What follows belongs to an exercise in optimizing a design on an open flow for small area; a production flow would make more cautious choices.
The RTL was checked by simulation tests, not by an equivalence proof against the original design.
The clock port is modelled as an ideal driver; clocking choices that lean on that would not hold on a real chip.
Power is estimated from default activity; no workload was simulated.

Setup of v33:
// division
module division(input [3:0] sw, input clk, btn, reset, output [7:0] led);
Size in the first run: ~15 I/O pins, about 2400 um2 of cells after synthesis.
==> flow/config.mk <==
export PLATFORM = sky130hd
export DESIGN_NAME = division
export DESIGN_NICKNAME = division
export VERILOG_FILES = /design/flow/design.v
export SDC_FILE = /design/flow/constraint.sdc
export NUM_CORES = 4
export LEC_CHECK = 0
export CAP_MARGIN = 20
export CORE_MARGIN = 2
export CORE_UTILIZATION = 60
export SLEW_MARGIN = 20
==> flow/constraint.sdc <==
create_clock -name core_clock -period 10.0 [get_ports {clk}]
set_input_delay 2.0000 -clock core_clock [delete_from_list [all_inputs] [get_ports {clk}]]
set_output_delay 2.0000 -clock core_clock [all_outputs]
set_load 0.01 [all_outputs]
standard.sh (not shown) runs the stock make flow with config.mk's settings and CLKGATE_MAP_FILE= SYNTH_SCRIPT=/design/flow/synth_recipe.tcl, a recipe that flattens the netlist after the stock synthesis.
==> flow/flow/run.sh <==
#!/bin/bash
set -euo pipefail
W=$(pwd)
YOSYS=$FLOW_HOME/../tools/install/yosys/bin/yosys
[ -x "$YOSYS" ] || YOSYS=yosys
R=$W/orfs/results/$FLOW_PLATFORM/division/base

bash standard.sh synth > $W/log_synth.txt 2>&1
cp $R/1_2_yosys.v $W/synth_std.v

# cells the platform marks don't-use
DU=$(sed -n '/^export DONT_USE_CELLS/,/^$/p' $FLOW_HOME/platforms/$FLOW_PLATFORM/config.mk \
      | grep -o 'sky130_fd_sc_hd__[A-Za-z0-9_]*' | tr '\n' ' ')
export REMAP_DONT_USE="$DU"
export REMAP_IN=$W/synth_std.v
export REMAP_LIB=$FLOW_HOME/platforms/$FLOW_PLATFORM/lib/sky130_fd_sc_hd__tt_025C_1v80.lib
regs() { grep -oE '^\s*sky130_fd_sc_hd__(e?dfx|df|sdf|dl)[a-z0-9_]* +\S+' "$1" | sed -E 's/_[0-9]+ +/ /' | sort; }
# several ABC runs (one per deepsyn seed); the smallest netlist that
# keeps the standard synthesis's registers is used
remap() {  # remap NAME SCRIPT-TEXT
  printf "$2" > $W/remap_$1.abc
  REMAP_OUT=$W/remap_$1.v REMAP_SCRIPT=$W/remap_$1.abc \
    timeout 600 $YOSYS -c $W/flow/remap.tcl > $W/log_remap_$1.txt 2>&1 || true
}
i=0
for S in 0 1 2 3 4 5 6 7 8 9 10 11 12 13 14 15; do
  remap s$S "strash\n&get -n\n&deepsyn -J 100 -T 120 -S $S\n&put\ndch -f\namap\n" &
  i=$((i+1)); if [ $((i % 4)) -eq 0 ]; then wait; fi
done
wait
best=""; besta=""
for f in $W/remap_s*.v; do
  [ -f "$f.stat" ] || continue
  a=$(awk '/Chip area/ {print $NF}' "$f.stat")
  [ -n "$a" ] || continue
  [ -n "$(regs $W/synth_std.v)" ] && [ "$(regs $W/synth_std.v)" == "$(regs $f)" ] || continue
  if [ -z "$besta" ] || awk -v a=$a -v b=$besta 'BEGIN{exit !(a<b)}'; then best=$f; besta=$a; fi
done
echo "remap picked: $best $besta" > $W/log_remap_pick.txt
if [ -n "$best" ]; then
  cp $best $R/1_2_yosys.v
  touch $R/1_2_yosys.v
  rm -f $R/1_synth.odb
fi

layout() {  # layout CLOCK-BUFFER LOG
  bash standard.sh \
    "CTS_ARGS=-sink_clustering_enable -repair_clock_nets -dont_use_dummy_load -buf_list $1" \
    "BUFFER_PORTS_ARGS=-buffer_cell sky130_fd_sc_hd__buf_1" \
    finish > $2 2>&1
}
layout sky130_fd_sc_hd__clkbuf_4 $W/log_layout.txt

RESULTS=$R openroad -no_init -exit $W/flow/clkslew.tcl > $W/log_clkslew.txt 2>&1 || true
slew=$(awk '/^CLKSLEW_PS/ {print $2}' $W/log_clkslew.txt)
if [ -z "$slew" ] || awk -v s="$slew" 'BEGIN{exit !(s > 118)}'; then
  mkdir -p $W/first_layout
  cp $R/6_final.odb $W/first_layout/ 2>/dev/null || true
  rm -f $R/4_* $R/5_* $R/6_* $W/out/final.def
  layout sky130_fd_sc_hd__clkbuf_8 $W/log_layout2.txt
fi
Other scripts of this flow, unchanged in this note and not shown: flow/flow/clkslew.tcl, flow/flow/remap.tcl
Per the final summary, v33 finished and its layout is clean on timing, DRC and antenna.
Inputs modified between v33 and v23:
# v33
export LEC_CHECK = 0
export CAP_MARGIN = 20
export CORE_MARGIN = 2
export CORE_UTILIZATION = 60
export SLEW_MARGIN = 20
create_clock -name core_clock -period 10.0 [get_ports {clk}]
# v23
export LEC_CHECK = 0
export CAP_MARGIN = 20
export CORE_MARGIN = 2
export CORE_UTILIZATION = 40
export SLEW_MARGIN = 20
create_clock -name core_clock -period 10.0 [get_ports {clk}]
--- a/flow/flow/run.sh
+++ b/flow/flow/run.sh
@@ -18 +18,2 @@
-# several ABC runs (one per deepsyn seed); the smallest netlist that
+# several ABC runs (deepsyn seeds, amap with and without choices); the
+# smallest netlist that
@@ -28 +29,2 @@
-  i=$((i+1)); if [ $((i % 4)) -eq 0 ]; then wait; fi
+  remap sa$S "strash\n&get -n\n&deepsyn -J 100 -T 120 -S $S\n&put\namap\n" &
+  i=$((i+2)); if [ $((i % 4)) -eq 0 ]; then wait; fi
@@ -49,0 +52 @@
+    "POST_CTS_TCL=$W/flow/post_cts.tcl" \
==> flow/flow/post_cts.tcl (new file) <==
set my_upsized 0
foreach inst [[ord::get_db_block] getInsts] {
  if {[[$inst getMaster] getName] ne "sky130_fd_sc_hd__clkbuf_4"} { continue }
  set out [$inst findITerm X]
  if {$out eq "NULL"} { continue }
  set net [$out getNet]
  if {$net eq "NULL"} { continue }
  if {[llength [$net getITerms]] - 1 >= 11} {
    puts "post_cts: [$inst getName] drives [expr {[llength [$net getITerms]] - 1}] pins, now clkbuf_8"
    replace_cell [get_cells [$inst getName]] sky130_fd_sc_hd__clkbuf_8
    incr my_upsized
  }
}
if {$my_upsized > 0} {
  detailed_placement
  check_placement -verbose
  estimate_parasitics -placement
}
Findings:
Compared with v33, v23 shows area taken by multi-input logic gates that has gone down slightly.
Setup WNS v33 -> v23: worse
Looking at routed length per placed instance, v23 sits 0.43% lower than v33 does.
Compared with v33, v23 shows a lower maximum frequency.
Overall power of the completed layout: v23 worse than v33
Overall die width (v23 vs. v33) increases by more than 10%
Input-level comparison between v46 and v23:
--- a/flow/flow/run.sh
+++ b/flow/flow/run.sh
@@ -18,2 +18 @@
-# several ABC runs (deepsyn seeds, amap with and without choices); the
-# smallest netlist that
+# several ABC runs (one per deepsyn seed); the smallest netlist that
@@ -29,2 +28 @@
-  remap sa$S "strash\n&get -n\n&deepsyn -J 100 -T 120 -S $S\n&put\namap\n" &
-  i=$((i+2)); if [ $((i % 4)) -eq 0 ]; then wait; fi
+  i=$((i+1)); if [ $((i % 4)) -eq 0 ]; then wait; fi
@@ -52 +49,0 @@
-    "POST_CTS_TCL=$W/flow/post_cts.tcl" \
removed: flow/flow/post_cts.tcl
Findings:
Summary: worst hold-check slack, v46 better than v23. Going from v23 to v46, design area grew slightly. Sort v23 and v46 by setup slack, ascending, and v23 comes first. Lower total placed instance area was reported by v23, not v46. The final reports for v46 and v23 show clock share of power lower in the former. v46 vs v23: die area up. Compared with v23, in v46 synthesis-to-layout area growth held, power dropped 1.2%, fraction of area in non-clock buffers shows an increase of 0.27 points.
Input changes introduced in v55 (baseline for comparison: v46):
--- a/flow/flow/run.sh
+++ b/flow/flow/run.sh
@@ -18 +18,2 @@
-# several ABC runs (one per deepsyn seed); the smallest netlist that
+# several ABC runs (deepsyn seeds, amap with and without choices); the
+# smallest netlist that
@@ -28 +29,2 @@
-  i=$((i+1)); if [ $((i % 4)) -eq 0 ]; then wait; fi
+  remap sa$S "strash\n&get -n\n&deepsyn -J 100 -T 120 -S $S\n&put\namap\n" &
+  i=$((i+2)); if [ $((i % 4)) -eq 0 ]; then wait; fi
Findings:
Between v55 and v46, the fraction of met1 tracks used by global routing is lower for v46.
NOTE: final weighted congestion of routability-driven global placement in v55 exceeds that of v46
Summary: fmax, v55 worse than v46
Worst endpoint required time in v55 vs v46: down 0.08 ns
v55 vs. v46: switching part of the total power shrank by 0.95 points; total power per unit cell area grew by 15 nW/um2.

division, a different RTL version from the one above (not shown whole).
For scale: ~340 cells after synthesis.
// division
module division(input [3:0] sw, input clk, btn, reset, output [7:0] led);
Settings: LEC_CHECK=0, CAP_MARGIN=20, CORE_MARGIN=2, CORE_UTILIZATION=40, SLEW_MARGIN=20; clock period 10.0 ns.
run.sh (not shown) runs the stock make flow with config.mk's settings and CLKGATE_MAP_FILE= SYNTH_SCRIPT=/design/flow/synth_recipe.tcl, a recipe that flattens the netlist after the stock synthesis.
Stock flow here: none of the scripts above is used.
The baseline passed the timing, DRC and antenna checks.
Rerun with:
==> flow/flow/run.sh (new file) <==
#!/bin/bash
# Own layout flow: the standard synthesis, then its combinational logic mapped
# again by ABC for area (registers, their names and cell types kept as the
# standard synthesis made them), then the standard layout steps, with clock
# tree synthesis run without dummy loads.
set -euo pipefail
W=$(pwd)
YOSYS=$FLOW_HOME/../tools/install/yosys/bin/yosys
[ -x "$YOSYS" ] || YOSYS=yosys
R=$W/orfs/results/$FLOW_PLATFORM/division/base

bash standard.sh synth > $W/log_synth.txt 2>&1
cp $R/1_2_yosys.v $W/synth_std.v

# cells the platform marks don't-use
DU=$(sed -n '/^export DONT_USE_CELLS/,/^$/p' $FLOW_HOME/platforms/$FLOW_PLATFORM/config.mk \
      | grep -o 'sky130_fd_sc_hd__[A-Za-z0-9_]*' | tr '\n' ' ')
export REMAP_DONT_USE="$DU"
export REMAP_IN=$W/synth_std.v
export REMAP_OUT=$W/synth_remap.v
export REMAP_LIB=$FLOW_HOME/platforms/$FLOW_PLATFORM/lib/sky130_fd_sc_hd__tt_025C_1v80.lib
export REMAP_SCRIPT=$W/flow/area.abc
regs() { grep -oE '^\s*sky130_fd_sc_hd__(e?dfx|df|sdf|dl)[a-z0-9_]* +\S+' "$1" | sed -E 's/_[0-9]+ +/ /' | sort; }
if $YOSYS -c $W/flow/remap.tcl > $W/log_remap.txt 2>&1 \
   && [ -n "$(regs $W/synth_std.v)" ] \
   && [ "$(regs $W/synth_std.v)" == "$(regs $W/synth_remap.v)" ]; then
  cp $W/synth_remap.v $R/1_2_yosys.v
  touch $R/1_2_yosys.v
  rm -f $R/1_synth.odb
fi

bash standard.sh \
  "CTS_ARGS=-sink_clustering_enable -repair_clock_nets -dont_use_dummy_load" \
  finish > $W/log_layout.txt 2>&1
==> flow/flow/area.abc (new file) <==
strash
&get -n
&deepsyn -T 20
&put
dch -f
amap
==> flow/flow/remap.tcl (new file) <==
# Map the standard synthesis's combinational logic again for area. Every
# sequential and tie cell stays as it is (blackboxed), so the registers keep
# their instance names and cell types.
yosys -import
set lib $::env(REMAP_LIB)
read_liberty -ignore_miss_func $lib
read_verilog $::env(REMAP_IN)
hierarchy -top division
blackbox sky130_fd_sc_hd__df* sky130_fd_sc_hd__edf* sky130_fd_sc_hd__sdf* sky130_fd_sc_hd__dl* sky130_fd_sc_hd__conb_1
flatten
hierarchy -top division
opt_clean
set du {}
foreach c $::env(REMAP_DONT_USE) { lappend du -dont_use $c }
abc -liberty $lib {*}$du -script $::env(REMAP_SCRIPT)
opt_clean -purge
hilomap -singleton -hicell sky130_fd_sc_hd__conb_1 HI -locell sky130_fd_sc_hd__conb_1 LO
insbuf -buf sky130_fd_sc_hd__buf_4 A X
opt_clean -purge
tee -o $::env(REMAP_OUT).stat stat -liberty $lib
write_verilog -noattr -nohex -nodec $::env(REMAP_OUT)
==> flow/standard.sh (new file) <==
#!/bin/bash
# synth_recipe.tcl (not shown) runs the flow's synth.tcl, then flattens the netlist and writes it again
# the make line also repeats each setting of config.mk as NAME=value (left out here)
make -C /OpenROAD-flow-scripts/flow DESIGN_CONFIG=/design/flow/config.mk WORK_HOME=/design/flow/orfs CLKGATE_MAP_FILE= SYNTH_SCRIPT=/design/flow/synth_recipe.tcl "${@:-finish}"
removed: flow/run.sh
Effect: The new run went through all stages and came out clean. Flip-flop and latch count stays the same. Clock-buffer cell count is lower by 2. Routed wire length is lower by 11%. Hold slack degrades by 0.0089 ns. Design area shrinks by about 23%. Synthesized cell count falls by about 10%. Maximum frequency is lower by about 27%. Combinational power drops by 74%.

==> afterwards: timing with drivers on the ports <==
In the flow no input, the clock included, has a driving cell. The finished layouts below were timed again as built, in two steps.
Step 1 assumes that a clkbuf_16 drives the clock port and a buf_2 every other input.
Step 2 times the ports against the registers' clock, not the clock port: input delays grow and output delays shrink by t, the midpoint of the rising clock arrivals with the driver on.
Three values: ideal ports, drivers, drivers and shift; two values: the first two.
run	t, ns	slack for setup (ns)	worst register clock-pin slew, ns	worst data-port slew with drivers (ns)	cell pins on the clock port's net
v33	0.404	4.213 / 4.213 / 3.808	0.10 / 0.10	0.03	1
v23	0.415	3.546 / 3.549 / 3.134	0.09 / 0.09	0.03	1
v46	0.418	4.185 / 4.185 / 3.767	0.10 / 0.10	0.03	1
v55	0.355	3.518 / 3.524 / 3.169	0.08 / 0.08	0.03	1
the first run of note 2	0.384	5.060 / 5.071 / 4.687	0.08 / 0.08	0.03	1
the second run of note 2	0.355	3.272 / 3.272 / 2.917	0.07 / 0.07	0.03	1
After both steps setup and hold are still met in every run listed. For v46, which loses most, drivers alone change the setup slack by 0.000 ns; drivers and shift together by -0.418 ns.
